From an optimization exercise on the open Yosys and OpenROAD flow, aimed at small area and a short achievable clock period; shortcuts taken in it are not production practice.
In this exercise RTL edits were held to simulation tests only and were not proved equivalent to the original.

## run 1
// sigma_delta_dac_3rdorder
module sigma_delta_dac_3rdorder(
  input clk,
  input reset_n,
  input [15:0] d,
  output reg q
);
==> flow/config.mk <==
export PLATFORM = sky130hd
export DESIGN_NAME = sigma_delta_dac_3rdorder
export DESIGN_NICKNAME = sigma_delta_dac_3rdorder
export VERILOG_FILES = /design/flow/design.v
export SDC_FILE = /design/flow/constraint.sdc
export NUM_CORES = 4
export LEC_CHECK = 0
export CAP_MARGIN = 20
export CORE_MARGIN = 2
export CORE_UTILIZATION = 40
export SETUP_SLACK_MARGIN = 3.3
export SLEW_MARGIN = 20
==> flow/constraint.sdc <==
create_clock -name core_clock -period 7.0 [get_ports {clk}]
set_input_delay 1.4000 -clock core_clock [delete_from_list [all_inputs] [get_ports {clk}]]
set_output_delay 1.4000 -clock core_clock [all_outputs]
set_load 0.01 [all_outputs]
standard.sh (not shown) runs the stock make flow with config.mk's settings and CLKGATE_MAP_FILE= SYNTH_SCRIPT=/design/flow/synth_recipe.tcl, a recipe that flattens the netlist after the stock synthesis.
==> flow/flow/run.sh <==
#!/bin/bash
# The standard layout (standard.sh) with changes to how it is made:
#  - clock tree synthesis with its own options (below), without dummy loads;
#  - port buffers of the smallest buffer cell (every port still gets one);
#  - extra make settings: SYNTH_ARGS=-noabc
# Each tool's full output is in the ORFS logs under orfs/logs; make's own
# output is in standard.log.
bash standard.sh \
  "CTS_ARGS=-sink_clustering_enable -repair_clock_nets -buf_list sky130_fd_sc_hd__clkbuf_8 -dont_use_dummy_load" \
  "BUFFER_PORTS_ARGS=-buffer_cell sky130_fd_sc_hd__buf_1" \
  SYNTH_ARGS=-noabc \
  finish > standard.log 2>&1
--- input diff run 1..run 2 ---
# run 1
export LEC_CHECK = 0
export CAP_MARGIN = 20
export CORE_MARGIN = 2
export CORE_UTILIZATION = 40
export SETUP_SLACK_MARGIN = 3.3
export SLEW_MARGIN = 20
create_clock -name core_clock -period 7.0 [get_ports {clk}]
# run 2
export LEC_CHECK = 0
export CAP_MARGIN = 20
export CORE_MARGIN = 2
export CORE_UTILIZATION = 60
export SETUP_SLACK_MARGIN = 3.6
export SLEW_MARGIN = 20
export TNS_END_PERCENT = 0
create_clock -name core_clock -period 7.0 [get_ports {clk}]
==> flow/flow/run.sh <==
#!/bin/bash
# The standard layout (standard.sh) with changes to how it is made:
#  - clock tree synthesis with its own options (below), without dummy loads;
#  - port buffers of the smallest buffer cell (every port still gets one);
#  - extra make settings: SKIP_GATE_CLONING=1
# Each tool's full output is in the ORFS logs under orfs/logs; make's own
# output is in standard.log.
bash standard.sh \
  "CTS_ARGS=-sink_clustering_enable -repair_clock_nets -buf_list sky130_fd_sc_hd__clkbuf_8 -dont_use_dummy_load" \
  "BUFFER_PORTS_ARGS=-buffer_cell sky130_fd_sc_hd__buf_1" \
  SKIP_GATE_CLONING=1 \
  finish > standard.log 2>&1
Results
Run 2 ends up with a met1 routed wirelength after detailed routing that is 1.4% lower than in run 1.
Compared to run 1, the router laid down less metal wire for run 2.
Run 2 against run 1: share of async-settable or async-resettable flops after synthesis saw little to no change; multiplexer share of the synthesized area went up 0.18 points; non-filler instance count after layout now sits lower.
Inputs modified between run 2 and run 3:
# run 2
export LEC_CHECK = 0
export CAP_MARGIN = 20
export CORE_MARGIN = 2
export CORE_UTILIZATION = 60
export SETUP_SLACK_MARGIN = 3.6
export SLEW_MARGIN = 20
export TNS_END_PERCENT = 0
create_clock -name core_clock -period 7.0 [get_ports {clk}]
# run 3
export LEC_CHECK = 0
export CAP_MARGIN = 20
export CORE_MARGIN = 2
export CORE_UTILIZATION = 50
export SETUP_SLACK_MARGIN = 3.6
export SLEW_MARGIN = 20
export TNS_END_PERCENT = 0
create_clock -name core_clock -period 7.0 [get_ports {clk}]
==> flow/flow/run.sh <==
#!/bin/bash
# The standard layout (standard.sh) with changes to how it is made:
#  - clock tree synthesis with its own options (below), without dummy loads;
#  - port buffers of the smallest buffer cell (every port still gets one);
#  - extra make settings: 
# Each tool's full output is in the ORFS logs under orfs/logs; make's own
# output is in standard.log.
bash standard.sh \
  "CTS_ARGS=-sink_clustering_enable -repair_clock_nets -buf_list sky130_fd_sc_hd__clkbuf_8 -dont_use_dummy_load" \
  "BUFFER_PORTS_ARGS=-buffer_cell sky130_fd_sc_hd__buf_1" \
   \
  finish > standard.log 2>&1
--- outcome ---
Run 2 finished every stage and its layout cleared the timing, DRC and antenna checks.
Run 3 completed; timing, DRC and antenna clean
Of run 3 and run 2, the lower non-clock buffer count belongs to run 2.
Run comparison: run 3 launching element of the worst setup path fr[14]$_DFF_PN1_; run 2 launching element of the worst setup path nf23$_DFF_PN1_
Run 2 -> run 3: die area increased by more than 10%
For run 2, the termination of the worst setup path was nf23$_DFF_PN1_, unlike run 3, where it was fr[9]$_DFF_PN0_.
Looking at area growth from synthesis to layout, run 3 sits 0.27 points lower than run 2 does.
Relative to run 2, global-route met2 utilization has gone down in run 3.
## Diff of input files: run 4 against run 3
# run 3
export LEC_CHECK = 0
export CAP_MARGIN = 20
export CORE_MARGIN = 2
export CORE_UTILIZATION = 50
export SETUP_SLACK_MARGIN = 3.6
export SLEW_MARGIN = 20
export TNS_END_PERCENT = 0
create_clock -name core_clock -period 7.0 [get_ports {clk}]
# run 4
export LEC_CHECK = 0
export CAP_MARGIN = 20
export CORE_MARGIN = 2
export CORE_UTILIZATION = 60
export SETUP_SLACK_MARGIN = 3.6
export SLEW_MARGIN = 20
export TNS_END_PERCENT = 0
create_clock -name core_clock -period 7.0 [get_ports {clk}]
NOTE: horizontal die dimension in run 4 falls short of that of run 3
Every run in the comparison, run 4 and run 3, completed the flow with a clean layout.
~same area of all placed cells without fillers in run 4 and run 3
Multi-input logic area was lower in the run labelled run 3.
In the flow results for run 4 and run 3, the total stage count of the critical path is smaller on run 4.
Of run 4 and run 3, run 4 shows the lower final critical delay including setup and external delays, with run 3 above it.
Diff run 3 -> run 4: insertion delay to the later sink of the worst-skew pair went down by 20 ps; count of clock tree sinks held steady.

## what the ideal ports hide
How much do the figures lean on ideal ports? The routed layouts below were timed once more, with nothing changed but the port constraints.
Step 1 sets driving cells, clkbuf_16 on the clock port and buf_2 on the other inputs (assumed; they add their load-dependent delay and slew).
Step 2 also shifts input and output timing later by t, the mid clock arrival at the registers, as if the neighbouring blocks saw the same clock.
Three values: ideal ports, drivers, drivers and shift; two values: the first two.
| run | t, ns | slack for setup (ns) | worst setup path after step 2 |
|---|---|---|---|
| run 1 | 0.392 | 3.352 / 3.352 / 3.154 | input to register |
| run 2 | 0.376 | 3.597 / 3.597 / 3.304 | input to register |
| run 3 | 0.394 | 3.453 / 3.453 / 3.141 | input to register |
| run 4 | 0.376 | 3.597 / 3.597 / 3.304 | input to register |
After both steps every run listed still meets setup and hold. The setup slack of run 3, which loses most, moves by 0.000 ns with the drivers and by -0.312 ns with both steps.
